What follows belongs to an exercise in optimizing a design on an open flow for small area, a short achievable clock period and few clock cycles; a production flow would make more cautious choices.
Function was checked by simulation only, so behaviour that the tests miss may differ from the original.
Power is estimated from default activity; no workload was simulated.

File: flow/design.v
module half_adder(
  input   logic a,
  input   logic b,
  output  logic sum,
  output  logic cout
);
assign sum=a^b;
assign cout=a&b;
endmodule
module carry_lookaheadblock_4bit(
  input   logic   cin,
  input   logic   [3:0] p,g,
  output  logic   [3:0] c,
  output  logic   cout
);
always_comb begin
  c[0]=cin;
  c[1]=g[0] | c[0]&p[0];
  c[2]=g[1] | p[1]&g[0] | p[1]&p[0]&c[0];
  c[3]=g[2] | p[2]&g[1] | p[2]&p[1]&g[0] | p[2]&p[1]&p[0]&c[0];
  cout=g[3] | p[3]&g[2] | p[3]&p[2]&g[1] | p[3]&p[2]&p[1]&g[0] | p[3]&p[2]&p[1]&p[0]&c[0];
end
endmodule
module carry_lookaheadadder_16bit #(parameter DATA_WIDTH=8)(
  input   logic   [(DATA_WIDTH*2)-1:0] inData_A,
  input   logic   [(DATA_WIDTH*2)-1:0] inData_B,     
  input   logic   cin,                                
  output  logic   [(DATA_WIDTH*2)-1:0] outData,       
  output  logic   cout                                
);
logic [(DATA_WIDTH*2)-1:0] p,g,c;
logic c1,c2,c3;
half_adder  ha0  (inData_A[0],inData_B[0],p[0],g[0]);
half_adder  ha1  (inData_A[1],inData_B[1],p[1],g[1]);
half_adder  ha2  (inData_A[2],inData_B[2],p[2],g[2]);
half_adder  ha3  (inData_A[3],inData_B[3],p[3],g[3]);
half_adder  ha4  (inData_A[4],inData_B[4],p[4],g[4]);
half_adder  ha5  (inData_A[5],inData_B[5],p[5],g[5]);
half_adder  ha6  (inData_A[6],inData_B[6],p[6],g[6]);
half_adder  ha7  (inData_A[7],inData_B[7],p[7],g[7]);
half_adder  ha8  (inData_A[8],inData_B[8],p[8],g[8]);
half_adder  ha9  (inData_A[9],inData_B[9],p[9],g[9]);
half_adder  ha10 (inData_A[10],inData_B[10],p[10],g[10]);
half_adder  ha11 (inData_A[11],inData_B[11],p[11],g[11]);
half_adder  ha12 (inData_A[12],inData_B[12],p[12],g[12]);
half_adder  ha13 (inData_A[13],inData_B[13],p[13],g[13]);
half_adder  ha14 (inData_A[14],inData_B[14],p[14],g[14]);
half_adder  ha15 (inData_A[15],inData_B[15],p[15],g[15]);
carry_lookaheadblock_4bit clab0(cin,p[3:0],g[3:0],c[3:0],c1);
carry_lookaheadblock_4bit clab1(c1,p[7:4],g[7:4],c[7:4],c2);
carry_lookaheadblock_4bit clab2(c2,p[11:8],g[11:8],c[11:8],c3);
carry_lookaheadblock_4bit clab3(c3,p[15:12],g[15:12],c[15:12],cout);
assign outData[15:0]=p[15:0] ^ c[15:0];
endmodule
module vedicmultiplier_2bit(
  input   logic [1:0] inData_A,
  input   logic [1:0] inData_B,
  output  logic [3:0] outData_C
);
logic [3:0] w;
assign outData_C[0] = inData_A[0] & inData_B[0];
assign w[0] = inData_A[1] & inData_B[0];
assign w[1] = inData_A[0] & inData_B[1];
assign w[2] = inData_A[1] & inData_B[1];
half_adder HA0(w[0],w[1],outData_C[1],w[3]);
half_adder HA1(w[2],w[3],outData_C[2],outData_C[3]);
endmodule
module vedicmultiplier_4bit #(parameter DATA_WIDTH=8)(
  input   logic [(DATA_WIDTH/2)-1:0] inData_A,
  input   logic [(DATA_WIDTH/2)-1:0] inData_B,
  output  logic [DATA_WIDTH-1:0]     outData_C
);
logic [(DATA_WIDTH*2)-1:0] out0;
logic [5:0] out1,out2;
logic [5:0] result1;
logic [5:0] result2;
vedicmultiplier_2bit VD0(inData_A[3:2],inData_B[3:2],out0[15:12]);
vedicmultiplier_2bit VD1(inData_A[1:0],inData_B[3:2],out0[11:8]);
vedicmultiplier_2bit VD2(inData_A[3:2],inData_B[1:0],out0[7:4]);
vedicmultiplier_2bit VD3(inData_A[1:0],inData_B[1:0],out0[3:0]);
assign out1     = {out0[15:12],2'b0};
assign out2     = {2'b0,out0[11:8]};
assign result1  = out1 + out2;
assign result2  = result1 + {2'b0,out0[7:4]}+{4'b0,out0[3:2]};
assign outData_C[7:0] = {result2[5:0],out0[1:0]};
endmodule
module vedicmultiplier_8bit #(parameter DATA_WIDTH=8)(
  input   logic [DATA_WIDTH-1:0]     inData_A,
  input   logic [DATA_WIDTH-1:0]     inData_B,
  output  logic [(DATA_WIDTH*2)-1:0] outData_C
);
logic [(DATA_WIDTH*4)-1:0] out0;
logic [11:0] out1,out2;
logic [11:0] result1,result2;
vedicmultiplier_4bit VD0(inData_A[7:4],inData_B[7:4],out0[31:24]);
vedicmultiplier_4bit VD1(inData_A[3:0],inData_B[7:4],out0[23:16]);
vedicmultiplier_4bit VD2(inData_A[7:4],inData_B[3:0],out0[15:8]);
vedicmultiplier_4bit VD3(inData_A[3:0],inData_B[3:0],out0[7:0]);
assign out1={out0[31:24],4'b0};
assign out2={4'b0,out0[23:16]};
assign result1=out1+out2;
assign result2=result1+{4'b0,out0[15:8]}+{8'b0,out0[7:4]};
assign outData_C[15:0]={result2[11:0],out0[3:0]};
endmodule
module mux_2x1 #(parameter DATA_WIDTH=8)(
  input		logic	[DATA_WIDTH-1:0] inData_A,
  input		logic	[DATA_WIDTH-1:0] inData_B,
  input		logic	sel,
  output 	logic [DATA_WIDTH-1:0] outData
);
always_comb begin
  case(sel)
    1'd0:     outData=inData_A;
    1'd1:     outData=inData_B;
    default:  outData='bz;
  endcase
end
endmodule
module partialproduct_reg #(parameter DATA_WIDTH=8)(
  input   logic clk,
  input   logic reset_n,
  input   logic en_PPReg,
  input   logic [(DATA_WIDTH*2)-1:0] inData,
  input   logic cin,
  output  logic [(DATA_WIDTH*2)-1:0] outData,
  output  logic cout
);
always_ff @(posedge clk,negedge reset_n) begin
	if(reset_n) begin
		if(en_PPReg==1'b1) begin
      outData<=inData;
      cout<=cin;
    end
	end
	else begin
    outData<='0;
    cout<=1'b0;
  end 
end
endmodule 
module finaldata_reg #(parameter DATA_WIDTH=8)(
	input		logic	clk,
	input		logic	reset_n,
	input		logic	en_FDReg,
	input		logic	[DATA_WIDTH*2:0] inData,
	output 	logic [DATA_WIDTH-1:0] outData,
	output 	logic resultIsInvalid
);
always_ff @(posedge clk,negedge reset_n) begin
	if(reset_n) begin
		if(en_FDReg) begin
			resultIsInvalid<=(inData>8'hff)? 1'b1:1'b0;
			outData<=(inData<=8'hff)? inData[DATA_WIDTH-1:0]:8'hff;
		end
	end
	else begin
		outData<='0;
		resultIsInvalid<=1'b0;
	end
end
endmodule 
module data_path #(parameter DATA_WIDTH=8)(
  input		logic	clk,
  input		logic	reset_n,
  input		logic	[DATA_WIDTH-1:0] inData_A,
  input		logic	[DATA_WIDTH-1:0] inData_B,
  input		logic	en_Mux,
  input		logic	en_PPReg,
  input		logic	en_FDReg,
  output 	logic	[DATA_WIDTH-1:0] outData,
  output 	logic	resultIsInvalid
);
logic	[(DATA_WIDTH*2)-1:0]	outData_vdm;
logic	[(DATA_WIDTH*2)-1:0]	outData_ppreg;
logic	[(DATA_WIDTH*2)-1:0]	outData_muxsum;
logic	                     	cout_ppreg;
logic	                     	outData_muxcout;
logic	[(DATA_WIDTH*2)-1:0]	outData_claa_sum;
logic	                     	outData_claa_cout;
logic	[(DATA_WIDTH*2):0]  	inData_fdreg;
logic	                     	overflow_sticky;
vedicmultiplier_8bit #(.DATA_WIDTH (DATA_WIDTH)) VDM0(
	.inData_A  (inData_A    ),
  .inData_B  (inData_B    ),
  .outData_C (outData_vdm )
);
mux_2x1 #(.DATA_WIDTH(16)) PPSUM_MUX(
	.inData_A (16'h0            ),
  .inData_B (outData_ppreg    ),
  .sel      (en_Mux           ),
  .outData  (outData_muxsum   )
);
mux_2x1 #(.DATA_WIDTH(1)) PPCOUT_MUX(
	.inData_A (1'h0             ),
  .inData_B (cout_ppreg       ),
  .sel      (en_Mux           ),
  .outData  (outData_muxcout  )
);
carry_lookaheadadder_16bit #(.DATA_WIDTH (DATA_WIDTH)) CLAA0(
	.inData_A (outData_vdm          ),
  .inData_B (outData_muxsum       ),
  .cin      (1'b0                 ),
  .outData  (outData_claa_sum     ),
  .cout     (outData_claa_cout    )
);
partialproduct_reg #(.DATA_WIDTH (DATA_WIDTH)) PP_REG(
	.clk      (clk                  ),
  .reset_n  (reset_n              ),
  .en_PPReg (en_PPReg             ),
  .inData   (outData_claa_sum     ),
  .cin      (overflow_sticky      ),
  .outData  (outData_ppreg        ),
  .cout     (cout_ppreg           )
);
assign overflow_sticky=outData_claa_cout | outData_muxcout;
assign inData_fdreg={overflow_sticky,outData_claa_sum};
finaldata_reg #(.DATA_WIDTH (DATA_WIDTH)) FD_REG(
	.clk             (clk             ),
  .reset_n         (reset_n         ),
  .en_FDReg        (en_FDReg        ),
  .inData          (inData_fdreg    ),
  .outData         (outData     		),
  .resultIsInvalid (resultIsInvalid )
);
endmodule
module control_path(
  input   logic   clk,
  input   logic   reset_n,
  output  logic   en_ReadMat_A,
  output  logic   en_WriteMat_A,
  output  logic   [3:0] rowAddr_A,
  output  logic   [3:0] colAddr_A,
  output  logic   en_ReadMat_B,
  output  logic   en_WriteMat_B,
  output  logic   [3:0] rowAddr_B,
  output  logic   [3:0] colAddr_B,
  output  logic   en_Mux,
  output  logic   en_PPReg,
  output  logic   en_FDReg,
  output  logic   en_ReadMat_C,
  output  logic   en_WriteMat_C,
  output  logic   [3:0] rowAddr_C,
  output  logic   [3:0] colAddr_C
);
  localparam S_IDLE=3'd0;
  localparam STATE_1=3'd1;
  localparam STATE_2=3'd2;
  localparam STATE_3=3'd3;
  localparam STATE_4=3'd4;
  localparam S_FINISH=3'd5;
  logic   [3:0]   state;
  logic   [3:0]   counterI,counterJ,counterK;
always_ff @(posedge clk,negedge reset_n) begin
  if(reset_n) begin
    case(state)
      S_IDLE: begin
        if(counterK==0)
          state<=STATE_1;
      end
      STATE_1: begin
        if(counterK==1)
          state<=STATE_2;
        else
          state<=STATE_1;
      end
      STATE_2: begin
        if(counterK==9)
          state<=STATE_3;
        else
          state<=STATE_2;
      end
      STATE_3: begin
        if(counterK==10)
          state<=STATE_4;
        else
          state<=STATE_3;
      end
      STATE_4: begin
        if(counterI==9 && counterJ==9 && counterK==10)
          state<=S_FINISH;
        else
          state<=STATE_1;
      end
      S_FINISH: begin
        state<=S_FINISH;
      end
      default:
        state<=S_IDLE;
    endcase
  end
  else
    state<=S_IDLE;
end
logic   [3:0]   nextI,nextJ,nextK;
always_comb begin
  nextI=counterI;
  nextJ=counterJ;
  nextK=counterK+1'b1;
  if(nextK==12) begin
    nextK=4'd0;
    nextJ=counterJ+1'b1;
  end
  if(nextJ==10) begin
    nextJ=4'd0;
    nextI=counterI+1'b1;
  end
  if(nextI==10) begin
    nextI=4'd0;
  end
end
always_ff @(posedge clk,negedge reset_n) begin
  if(reset_n) begin
    if(en_PPReg==1'b1) begin
      counterI<=nextI;
      counterJ<=nextJ;
      counterK<=nextK;
    end
  end
  else begin
    counterI<=4'd0;
    counterJ<=4'd0;
    counterK<=4'd0;
  end
end
always_comb begin
  case(state)
    S_IDLE: begin
      en_ReadMat_A=1'b0;
      en_WriteMat_A=1'b0;
      rowAddr_A=1'b0;
      colAddr_A=1'b0;
      en_ReadMat_B=1'b0;
      en_WriteMat_B=1'b0;
      rowAddr_B=1'b0;
      colAddr_B=1'b0;
      en_Mux=1'b0;
      en_PPReg=1'b0;
      en_FDReg=1'b0;
      en_ReadMat_C=1'b0;
      en_WriteMat_C=1'b0;
      rowAddr_C=1'b0;
      colAddr_C=1'b0;
    end
    STATE_1: begin
      en_ReadMat_A=1'b1;
      en_WriteMat_A=1'b0;
      rowAddr_A=counterI;
      colAddr_A=counterK;
      en_ReadMat_B=1'b1;
      en_WriteMat_B=1'b0;
      rowAddr_B=counterK;
      colAddr_B=counterJ;
      en_Mux=1'b0;
      en_PPReg=1'b1;
      en_FDReg=1'b0;
      en_ReadMat_C=1'b0;
      en_WriteMat_C=1'b0;
      rowAddr_C=counterI;
      colAddr_C=counterJ;
      end
    STATE_2: begin
      en_ReadMat_A=1'b1;
      en_WriteMat_A=1'b0;
      rowAddr_A=counterI;
      colAddr_A=counterK;
      en_ReadMat_B=1'b1;
      en_WriteMat_B=1'b0;
      rowAddr_B=counterK;
      colAddr_B=counterJ;
      en_Mux=1'b1;
      en_PPReg=1'b1;
      en_FDReg=1'b0;
      en_ReadMat_C=1'b0;
      en_WriteMat_C=1'b0;
      rowAddr_C=counterI;
      colAddr_C=counterJ;
    end
    STATE_3: begin
      en_ReadMat_A=1'b1;
      en_WriteMat_A=1'b0;
      rowAddr_A=counterI;
      colAddr_A=counterK;
      en_ReadMat_B=1'b1;
      en_WriteMat_B=1'b0;
      rowAddr_B=counterK;
      colAddr_B=counterJ;
      en_Mux=1'b1;
      en_PPReg=1'b1;
      en_FDReg=1'b1;
      en_ReadMat_C=1'b0;
      en_WriteMat_C=1'b0;
      rowAddr_C=counterI;
      colAddr_C=counterJ;
    end
    STATE_4: begin
      en_ReadMat_A=1'b1;
      en_WriteMat_A=1'b0;
      rowAddr_A=counterI;
      colAddr_A=counterK;
      en_ReadMat_B=1'b1;
      en_WriteMat_B=1'b0;
      rowAddr_B=counterK;
      colAddr_B=counterJ;
      en_Mux=1'b0;
      en_PPReg=1'b0;
      en_FDReg=1'b0;
      en_ReadMat_C=1'b0;
      en_WriteMat_C=1'b1;
      rowAddr_C=counterI;
      colAddr_C=counterJ;
    end
    S_FINISH: begin
      en_ReadMat_A=1'b0;
      en_WriteMat_A=1'b0;
      rowAddr_A='d0;
      colAddr_A='d0;
      en_ReadMat_B=1'b0;
      en_WriteMat_B=1'b0;
      rowAddr_B='d0;
      colAddr_B='d0;
      en_Mux=1'b0;
      en_PPReg=1'b0;
      en_FDReg=1'b0;
      en_ReadMat_C=1'b0;
      en_WriteMat_C=1'b0;
      rowAddr_C='d0;
      colAddr_C='d0;
    end
    default: begin
      en_ReadMat_A=1'b0;
      en_WriteMat_A=1'b0;
      rowAddr_A='d0;
      colAddr_A='d0;
      en_ReadMat_B=1'b0;
      en_WriteMat_B=1'b0;
      rowAddr_B='d0;
      colAddr_B='d0;
      en_Mux=1'b0;
      en_PPReg=1'b0;
      en_FDReg=1'b0;
      en_ReadMat_C=1'b0;
      en_WriteMat_C=1'b0;
      rowAddr_C='d0;
      colAddr_C='d0;
    end
  endcase
end
endmodule
module matrix_multiplier #(parameter DATA_WIDTH=8)(
  input   logic clk,
  input   logic reset_n,
  output  logic en_ReadMat_A,
  output  logic en_WriteMat_A,
  output  logic [3:0] rowAddr_A,
  output  logic [3:0] colAddr_A,
  output  logic [DATA_WIDTH-1:0] writeData_A,
  input   logic [DATA_WIDTH-1:0] readData_A,
  output  logic en_ReadMat_B,
  output  logic en_WriteMat_B,
  output  logic [3:0] rowAddr_B,
  output  logic [3:0] colAddr_B,
  output  logic [DATA_WIDTH-1:0] writeData_B,
  input   logic [DATA_WIDTH-1:0] readData_B,
  output  logic en_ReadMat_C,
  output  logic en_WriteMat_C,
  output  logic [3:0] rowAddr_C,
  output  logic [3:0] colAddr_C,
  output  logic [DATA_WIDTH-1:0] writeData_C,
  output  logic resultIsInvalid
);
  logic en_Mux;
  logic en_PPReg;
  logic en_FDReg;
  assign writeData_A = '0;
  assign writeData_B = '0;
data_path #(.DATA_WIDTH (DATA_WIDTH)) DATA_PATH(
	.clk             (clk             ),
  .reset_n         (reset_n         ),
  .inData_A        (readData_A      ),
  .inData_B        (readData_B      ),
  .en_Mux          (en_Mux          ),
  .en_PPReg        (en_PPReg        ),
  .en_FDReg        (en_FDReg        ),
  .outData         (writeData_C     ),
  .resultIsInvalid (resultIsInvalid )
);
control_path CONTROL_PATH(
	.clk           (clk           ),
  .reset_n       (reset_n       ),
  .en_ReadMat_A  (en_ReadMat_A  ),
  .en_WriteMat_A (en_WriteMat_A ),
  .rowAddr_A     (rowAddr_A     ),
  .colAddr_A     (colAddr_A     ),
  .en_ReadMat_B  (en_ReadMat_B  ),
  .en_WriteMat_B (en_WriteMat_B ),
  .rowAddr_B     (rowAddr_B     ),
  .colAddr_B     (colAddr_B     ),
  .en_Mux        (en_Mux        ),
  .en_PPReg      (en_PPReg      ),
  .en_FDReg      (en_FDReg      ),
  .en_ReadMat_C  (en_ReadMat_C  ),
  .en_WriteMat_C (en_WriteMat_C ),
  .rowAddr_C     (rowAddr_C     ),
  .colAddr_C     (colAddr_C     )
);
endmodule
File: flow/run.sh
#!/bin/bash
# synth_recipe.tcl (not shown) runs the flow's synth.tcl, then flattens the netlist and writes it again
# the make line also repeats each setting of config.mk as NAME=value (left out here)
make -C /OpenROAD-flow-scripts/flow DESIGN_CONFIG=/design/flow/config.mk WORK_HOME=/design/flow/orfs CLKGATE_MAP_FILE= SYNTH_SCRIPT=/design/flow/synth_recipe.tcl finish
File: flow/config.mk
export PLATFORM = sky130hd
export DESIGN_NAME = matrix_multiplier
export DESIGN_NICKNAME = matrix_multiplier
export VERILOG_FILES = /design/flow/design.v
export SDC_FILE = /design/flow/constraint.sdc
export NUM_CORES = 4
export LEC_CHECK = 0
export CAP_MARGIN = 20
export CORE_MARGIN = 2
export CORE_UTILIZATION = 40
export SLEW_MARGIN = 20
File: flow/constraint.sdc
create_clock -name core_clock -period 10.0 [get_ports {clk}]
set_input_delay 2.0000 -clock core_clock [delete_from_list [all_inputs] [get_ports {clk}]]
set_output_delay 2.0000 -clock core_clock [all_outputs]
set_load 0.01 [all_outputs]
==> results.txt <==
- Reg clk slew, reported paths: ~60 ps
- Mapped cell area: between 5000 and 6000 sq um
- Htree depth: 2
- Layout cells sized above 1: under 10%
- Syn Inst Count: 633
- I/O Pins: 73
- FF+latch count, synth: about 40
- Final hold vios: 0
- Worst path max stage delay: roughly 560 ps
- DR vias/cell: 4.97
- Number of flops mapped to enable cells by yosys: 0
- WP data arrival: around 9000 ps
- CTS tree: yes
- Routed WL: 11000 microns
- Chip Height: roughly 120 microns
- Post-cts repair resize count: 0
- Setup total negative slack: 0 ps
- Upper clock frequency limit: roughly 110 MHz
- CTS Buf Count: 5
- Final Hold Slack: about 470 ps
- Main synth FF type: dfrtp_1
- Clock Latency Late Sink: about 290 ps
- Final setup skew: ~7 ps
- TritonCTS Sinks: 41
- Crit Path Category: in2reg
- Global-route wire length before repair: roughly 19000 microns
- Peak supply drop: ~0.00019 V
- RSZ-0062 raised after global routing: no
- Data required time of the critical path: 10150 ps
- GRT Util Overall: 15.9%
- Placer congestion estimate: between 0.8 and 0.9
- Total power: 1.50 mW
- DIE AREA: roughly 15000 sq um
- Yosys warns: 7
- Area contributors post-synth: dfrtp_1, ha_1, fa_1
- Initial drt markers: between 200 and 250
- Antenna cell count: 0
- Switching share of power: ~47%
- Period Utilization, post-route: between 80 and 90%
- Critical path startpoint category: primary input
- Max-slew headroom: between 30% and 40%
- Initial antenna violation count: 0
- Max Root-Sink Buffers: 2
- Final count of pins violating max slew: 0
- CP Capture Type: register
- Total number of vias: ~4200
- DRC errors left: 0
- Post-synth top cells: inv_1, ha_1, and2_1
- Slowest cell on crit path: clkdlybuf4s50_1
- Worst Max-Slew Pin Slew: between 900 and 1000 ps
- Syn avg cell area: about 8.6 sq um
- Hold/Removal Path Class: reg2reg
- Async SR Flop Fraction: 100%
- Placement Rows: 42
- Setup Fix Bufs, Post-CTS: 0
- Sequential area share after synthesis: a little under a fifth
- Clock Power Share: a little over a tenth
- Wire per inst: 13.1 microns
- Worst Path Max Fanout: 9
- Pre-antenna DRT Iters: 5
- Gr ovfl total: 0
- Leak Pwr: roughly 3.0 nW
- Pwr per Cell Area: between 200 and 250 nW/um^2
- # hold bufs at CTS: 0
- Starting Density: approximately two fifths
- Sw power: between 0.7 and 0.8 mW
- Nets: 797
- Largest net degree at the start of global routing: 42
- Cell variety after synth: 62
- Die extent in x: 121 microns
- Most common cell in the netlist: inv_1
- Vias in the first global route: slightly above 4000
- Synthesis-to-finish area growth: 12.3%
- Final setup fails: 0
- Max_cap viols: 0
- Minimum clock period: 8790 ps
- Dominant cell type by area after synthesis: dfrtp_1
- Core area: around 13000 sq um
- Reg power frac: between 10% and 20%
- IO buf count: 53
- Detailed Place HPWL: between 9000 and 10000 microns
- Share of the synthesized area in the top cell type: between 10% and 20%
- Logic gate share of total power: between 70% and 80%
- CTS root buf: clkbuf_16
- Post-route ant nets: 0
- Status: no timing/DRC/antenna violations
- Internal Power: roughly 0.80 mW
==> logic make-up (layout without fill, tap and decap cells) <==
logic type	after synthesis	in the layout	share of synthesized area, %
AO/OA/AOI/OAI	109	109	13.2
XOR/XNOR	36	36	5.80
multiplexers	1	1	0.207
other	1	19	0.0690
flip-flops	41	41	18.9
adder cells (fa/ha/maj)	113	113	30.6
buffers and inverters	128	144	11.2
AND/OR/NAND/NOR	204	204	20.1
==> final timing paths <==
kind / start / endpoint / slack, ps / cells after the start
worst max-delay path: readData_B[2] / DATA_PATH.FD_REG.outData[7] / 1210 / 29
worst min-delay path: DATA_PATH.PP_REG.outData[2] / DATA_PATH.PP_REG.outData[2] / 470 / 2
worst max register to register: CONTROL_PATH.state[1] / DATA_PATH.FD_REG.outData[7] / 6520 / 13
worst min register to register: DATA_PATH.PP_REG.outData[2] / DATA_PATH.PP_REG.outData[2] / 470 / 2
max in group asynchronous: reset_n / DATA_PATH.PP_REG.cout / 7540 / 1
min in group asynchronous: reset_n / DATA_PATH.FD_REG.outData[3] / 1870 / 1
==> cell type report <==
| type | instances | area (sq um) |
|---|---|---|
| Multi-Input combinational cell | 482 | 3870 |
| Inverter | 81 | 304 |
| Timing Repair Buffer | 55 | 541 |
| Clock inverter | 3 | 17.5 |
| Clock buffer | 5 | 125 |
| Sequential cell | 41 | 1030 |
| Tap cell | 176 | 220 |
| Fill cell | 1318 | 7140 |
==> cells in the final DEF (no fill, tap or decap), drive strengths merged, types with 2 or more instances in the layout <==
cell type,count
a21o,9
nand4,4
o31ai,3
nand2,48
nor2b,8
or3,2
nor3,7
o21bai,2
buf,3
dfrtp,41
xor2,15
a31oi,11
conb,19
o41ai,2
o32ai,2
and2,80
nor2,27
nand3,9
nand2b,3
or2,3
o21ai,35
clkbuf,5
clkinv,2
ha,80
a221oi,2
clkdlybuf4s50,52
a211oi,4
o22ai,2
xnor2,21
inv,81
fa,33
a21boi,4
and3,6
a21oi,24
==> state kept, by name, summed over array words and instances (netlist names) <==
| signal | flops |
|---|---|
| DATA_PATH.PP_REG.outData | 16 |
| DATA_PATH.FD_REG.outData | 8 |
| CONTROL_PATH.counterI | 4 |
| CONTROL_PATH.counterJ | 4 |
| CONTROL_PATH.counterK | 4 |
| CONTROL_PATH.state | 3 |
| DATA_PATH.FD_REG.resultIsInvalid | 1 |
| DATA_PATH.PP_REG.cout | 1 |
==> per-layer routing <==
metal | routed length [microns] | track usage [%] | share of wire (%)
met5 | 0 | 0 | 0
met4 | 87 | 3.85 | 0.79
met3 | 341 | 1.56 | 3.1
met2 | 5330 | 27.2 | 48
met1 | 5250 | 21.8 | 48
==> worst max-delay path, delay by kind of cell <==
| family | cells | cell delay (ps) |
|---|---|---|
| AND/OR/NAND/NOR | 9 | 1860 |
| adder cells (fa/ha/maj) | 8 | 2970 |
| AO/OA/AOI/OAI | 6 | 1080 |
| XOR/XNOR | 2 | 280 |
| buffers and inverters | 4 | 740 |
==> through the flow <==
| stage | worst slack (ps) | std cells | utilization (%) | cell area (sq um) |
|---|---|---|---|---|
| after detailed placement | 828 | 835 | 45.0 | 5960 |
| after global placement | 1010 | 835 | 45.0 | 5960 |
| final | 1210 | 843 | 46.1 | 6100 |
| after global routing | 560 | 843 | 46.1 | 6100 |
| after floorplan | 1980 | 651 | - | 5510 |
| after CTS | 1150 | 843 | 46.1 | 6100 |
==> power by group through the flow <==
| stage | Combinational, mW | Sequential, mW | Clock [mW] |
|---|---|---|---|
| after global routing | 1.28 | 0.242 | 0.169 |
| after global placement | 1.09 | 0.238 | 0 |
| after detailed placement | 1.12 | 0.238 | 0 |
| after CTS | 1.12 | 0.237 | 0.164 |
| after floorplan | 0.910 | 0.235 | 0 |
| final | 1.11 | 0.236 | 0.159 |
Testbench counts, summed over its fixed seeds: cycles 41,600.

port drivers added, routing unchanged:
The results above use ideal ports. As a check the final layout listed here was re-extracted and re-timed, cells and wires unchanged.
Step 1 sets driving cells, clkbuf_16 on the clock port and buf_2 on the other inputs (assumed; they add their load-dependent delay and slew).
Step 2, shift: input delay + t, output delay - t, t = (earliest + latest rising clock arrival at the registers) / 2. This alone moves slack from input paths to output paths.
Three values: no drivers, after step 1, after step 2; two values: the first two.
t (ns): 0.316
slack for setup (ns): 1.205 / 1.219 / 0.903
worst setup path at the end: input to register
slew at the worst register clock pin (ns): 0.06 / 0.06
worst slew at a driven data input, ns: 0.03
After both steps this run still meets setup and hold. The setup slack of this run moves by +0.014 ns with the drivers and by -0.302 ns with both steps.
